Source: an optimization exercise on an open RTL-to-GDS flow (aim: small area, a short achievable clock period and few clock cycles). Production flows keep margins and buffers that such runs may drop.
The RTL was checked by simulation tests, not by an equivalence proof against the original design.
Power is estimated from default activity; no workload was simulated.

// adder
module adder(
    input wire [380:0] A,
    input wire [380:0] B,
    input wire clk,
    input wire reset,
    input wire start,
    output wire [380:0] S,
    output wire carry,
    output wire done
);
Settings: LEC_CHECK=0, CAP_MARGIN=20, CORE_AREA=10 10 410 410, DIE_AREA=0 0 420 420, SETUP_SLACK_MARGIN=1.5, SLEW_MARGIN=20; clock period 5.0 ns.
standard.sh (not shown) runs the stock make flow with config.mk's settings and CLKGATE_MAP_FILE= SYNTH_SCRIPT=/design/flow/synth_recipe.tcl, a recipe that flattens the netlist after the stock synthesis.
==> flow/flow/run.sh <==
#!/bin/bash
# Own flow: the standard layout through standard.sh, with two changes:
#  - during synthesis, SYNTH_CANONICALIZE_TCL (flow/map_gates.tcl) turns the
#    RTL's g_* gate modules into the sky130 cells they stand for, so the carry
#    network keeps the structure the RTL gives it; everything else, the
#    registers and their names included, is the standard synthesis;
#  - every input and output port is buffered by a plain buf_1 instead of the
#    delay buffer buffer_ports picks by default.
# make's full output goes to flow_make.log; ORFS keeps each step's log too.
set -euo pipefail
here=$(pwd)
bash standard.sh "SYNTH_CANONICALIZE_TCL=$here/flow/map_gates.tcl" \
  "BUFFER_PORTS_ARGS=-buffer_cell sky130_fd_sc_hd__buf_1" finish > flow_make.log 2>&1
==> flow/flow/map_gates.tcl <==
# Turn the g_* gate modules of the RTL into the sky130 cells they stand for.
foreach {g c} {g_inv inv_1 g_nand2 nand2_1 g_nor2 nor2_1 g_xor2 xor2_1 g_xnor2 xnor2_1 g_a21oi a21oi_1 g_o21ai o21ai_1} {
  chtype -map $g sky130_fd_sc_hd__$c
}
hierarchy -top $::env(DESIGN_NAME)
Testbench counts at the start, summed over its fixed seeds: cycles 200.
Then changed:
==> flow/flow/run.sh (replaced) <==
#!/bin/bash
# Own flow: the standard layout through standard.sh, with three changes:
#  - during synthesis, SYNTH_CANONICALIZE_TCL (flow/map_gates.tcl) turns the
#    RTL's g_* gate modules into the sky130 cells they stand for, so the carry
#    network keeps the structure the RTL gives it; everything else, the
#    registers and their names included, is the standard synthesis;
#  - every input and output port is buffered by a plain buf_1 instead of the
#    delay buffer buffer_ports picks by default;
#  - the pins may also go on met4 (besides met2 and met3), so that the 1148
#    pins fit on the edge of a smaller die.
# make's full output goes to flow_make.log; ORFS keeps each step's log too.
set -euo pipefail
here=$(pwd)
bash standard.sh "SYNTH_CANONICALIZE_TCL=$here/flow/map_gates.tcl" \
  "BUFFER_PORTS_ARGS=-buffer_cell sky130_fd_sc_hd__buf_1" \
  "IO_PLACER_V=met2 met4" finish > flow_make.log 2>&1
CORE_AREA = 5 5 265 265   (was 10 10 410 410)
DIE_AREA = 0 0 270 270   (was 0 0 420 420)
Outcome: The new run finished with timing, DRC and antenna clean. Sequential power falls by about 0.9%. Global-route usage rises by 17 points. Worst hold slack loses 13 ps. Worst setup slack gains 45 ps.

---

old:
adder, a different RTL version from the one above (not shown whole).
For scale: ~380 flip-flops, ~29,000 um2 of cells after synthesis.
==> flow/design.v (excerpt) <==
module adder(
    input wire [380:0] A,
    input wire [380:0] B,
    input wire clk,
    input wire reset,
    input wire start,
    output wire [380:0] S,
    output wire carry,
    output wire done
);
export LEC_CHECK = 0
export ABC_AREA = 1
export CAP_MARGIN = 20
export CORE_AREA = 10 10 410 410
export DIE_AREA = 0 0 420 420
export SLEW_MARGIN = 20
create_clock -name core_clock -period 5.0 [get_ports {clk}]
==> flow/flow/run.sh <==
#!/bin/bash
# Own flow: the standard layout (standard synthesis included), with every
# input and output port buffered by a plain buf_1 instead of the delay buffer
# buffer_ports picks by default. make's full output goes to flow_make.log.
set -euo pipefail
bash standard.sh "BUFFER_PORTS_ARGS=-buffer_cell sky130_fd_sc_hd__buf_1" finish > flow_make.log 2>&1
Testbench counts of old, summed over its fixed seeds: cycles 200.
What new does differently from old at the input level:
==> flow/run.sh (new file) <==
#!/bin/bash
# synth_recipe.tcl (not shown) runs the flow's synth.tcl, then flattens the netlist and writes it again
# the make line also repeats each setting of config.mk as NAME=value (left out here)
make -C /OpenROAD-flow-scripts/flow DESIGN_CONFIG=/design/flow/config.mk WORK_HOME=/design/flow/orfs CLKGATE_MAP_FILE= SYNTH_SCRIPT=/design/flow/synth_recipe.tcl finish
removed: flow/flow/run.sh
removed: flow/standard.sh
- new completed; timing, DRC and antenna clean
- On post-detailed-routing wire length, new does worse than old.
- Delta(fraction of cell area in non-clock buffers, new - old) > 0
- Of old and new, the run reporting the lower share of cell area taken by flip-flops and latches was new.
- From old to new the numbers moved as follows: cell depth of the worst setup path rose 7, combinational power share moved up.
- Delta (new minus old): global-route met2 utilization roughly the same, total length of routed met3 wires went up, part of the Yosys area used for sequential elements comparable.
- In the flow results for old and new, the power share of the sequential group is larger on old.
- For new, the worst-path cell with the longest stage delay was clkdlybuf4s50_1, unlike old, where it was fa_1.
- In new the hold slack turned out 0.0059 ns lower than in old.

---

adder, a different RTL version from the one above (not shown whole).
Size: ~3,400 cells after synthesis, about 1,100 I/O pins, ~0.027 sq mm of cells after synthesis.
## adder
module adder(
    input wire [380:0] A,
    input wire [380:0] B,
    input wire clk,
    input wire reset,
    input wire start,
    output wire [380:0] S,
    output wire carry,
    output wire done
);
==> flow/config.mk <==
export PLATFORM = sky130hd
export DESIGN_NAME = adder
export DESIGN_NICKNAME = adder
export VERILOG_FILES = /design/flow/design.v
export SDC_FILE = /design/flow/constraint.sdc
export NUM_CORES = 4
export LEC_CHECK = 0
export CAP_MARGIN = 20
export CORE_AREA = 5 5 265 265
export DIE_AREA = 0 0 270 270
export SETUP_SLACK_MARGIN = 1.5
export SLEW_MARGIN = 20
==> flow/constraint.sdc <==
create_clock -name core_clock -period 5.0 [get_ports {clk}]
set_input_delay 1.0000 -clock core_clock [delete_from_list [all_inputs] [get_ports {clk}]]
set_output_delay 1.0000 -clock core_clock [all_outputs]
set_load 0.01 [all_outputs]
==> flow/flow/run.sh <==
#!/bin/bash
# Own flow: the standard layout through standard.sh, with three changes:
#  - during synthesis, SYNTH_CANONICALIZE_TCL (flow/map_gates.tcl) turns the
#    RTL's g_* gate modules into the sky130 cells they stand for, so the carry
#    network keeps the structure the RTL gives it; everything else, the
#    registers and their names included, is the standard synthesis;
#  - every input and output port is buffered by a plain buf_1 instead of the
#    delay buffer buffer_ports picks by default;
#  - the pins may also go on met4 (besides met2 and met3), so that the 1148
#    pins fit on the edge of a smaller die.
# make's full output goes to flow_make.log; ORFS keeps each step's log too.
set -euo pipefail
here=$(pwd)
bash standard.sh "SYNTH_CANONICALIZE_TCL=$here/flow/map_gates.tcl" \
  "BUFFER_PORTS_ARGS=-buffer_cell sky130_fd_sc_hd__buf_1" \
  "IO_PLACER_V=met2 met4" finish > flow_make.log 2>&1
==> flow/flow/map_gates.tcl <==
# Turn the g_* gate modules of the RTL into the sky130 cells they stand for.
foreach {g c} {g_inv inv_1 g_nand2 nand2_1 g_nor2 nor2_1 g_nor2b nor2b_1 g_xor2 xor2_1 g_xnor2 xnor2_1 g_a21oi a21oi_1 g_o21ai o21ai_1} {
  chtype -map $g sky130_fd_sc_hd__$c
}
hierarchy -top $::env(DESIGN_NAME)
Testbench counts at the start, summed over its fixed seeds: cycles 200.
Next try:
Settings changed: SETUP_SLACK_MARGIN 1.5 to 1.8.
Effect: Synthesized area is unchanged; critical path depth went down by 1; design area rose by about 6%; core utilization went up by 3.2 points; sequential power is about the same; power rose by about 4%; clock-buffer cell count rises by 4; worst setup slack improved by 0.27 ns; routed wire length fell by about 0.46%.

---

== main ==
adder, a different RTL version from the one above (not shown whole).
Size: ~2500 cells after synthesis, roughly 380 flip-flops, roughly 0.027 mm2 of cells after synthesis.
clock: 5.0 ns
lec_check: 0
cap_margin: 20
core_area: 10 10 410 410
die_area: 0 0 420 420
slew_margin: 20
==> flow/flow/run.sh <==
#!/bin/bash
# Own flow: the standard layout (standard synthesis included), with every
# input and output port buffered by a plain buf_1 instead of the delay buffer
# buffer_ports picks by default. make's full output goes to flow_make.log.
set -euo pipefail
bash standard.sh "BUFFER_PORTS_ARGS=-buffer_cell sky130_fd_sc_hd__buf_1" finish > flow_make.log 2>&1
main finished every step from synthesis to the final layout, and the layout passed the timing, DRC and antenna checks.
Testbench counts of main, summed over its fixed seeds: cycles 200.
Setup changes, main to the feature branch
==> flow/run.sh (new file) <==
#!/bin/bash
# synth_recipe.tcl (not shown) runs the flow's synth.tcl, then flattens the netlist and writes it again
# the make line also repeats each setting of config.mk as NAME=value (left out here)
make -C /OpenROAD-flow-scripts/flow DESIGN_CONFIG=/design/flow/config.mk WORK_HOME=/design/flow/orfs CLKGATE_MAP_FILE= SYNTH_SCRIPT=/design/flow/synth_recipe.tcl finish
removed: flow/flow/run.sh
removed: flow/standard.sh
[summary]
Diff main and the feature branch: number of buffers outside the clock class in the layout lower in main
For the feature branch, the critical path's slowest cell was sky130_fd_sc_hd__clkdlybuf4s50_1, unlike main, where it was sky130_fd_sc_hd__fa_1.
For the proportion of cell area occupied by registers, the feature branch came in 4.9 points lower than main did.
As of the feature branch, routed wire length had risen slightly compared to main.

==> afterwards: timing with drivers on the ports <==
No port has a modelled driver above. Below, the same layouts with a new extraction and two added sets of constraints. Step 1, drivers: a clkbuf_16 drives clk and a buf_2 each remaining input, both assumed. Step 2 moves the port delays by t, midway between the first and last clock arrival at a register: inputs arrive t later, outputs are due t later. That takes back most of the time a late clock gives input paths. Slacks: no drivers / after step 1 / after step 2; pairs: no drivers / after step 1.
run | t, ns | setup WS [ns] | worst setup path after step 2
the first run of note 1 | 0.724 | 1.491 / 1.499 / 0.776 | input to register
the second run of note 1 | 0.659 | 1.536 / 1.572 / 0.913 | input to register
old | 0.722 | 0.645 / 0.663 / -0.059 | input to register
new | 0.710 | 0.346 / 0.382 / -0.328 | input to register
the first run of note 3 | 0.637 | 1.510 / 1.497 / 0.860 | input to register
the second run of note 3 | 0.652 | 1.779 / 1.790 / 1.138 | input to register
main | 0.707 | 0.181 / 0.232 / -0.475 | input to register
the feature branch | 0.698 | 0.102 / 0.115 / -0.583 | input to register
Met with ideal ports but missed after step 2: setup timing in old, new, main and the feature branch. The setup slack of the first run of note 1, which loses most, moves by +0.008 ns with the drivers and by -0.715 ns with both steps.
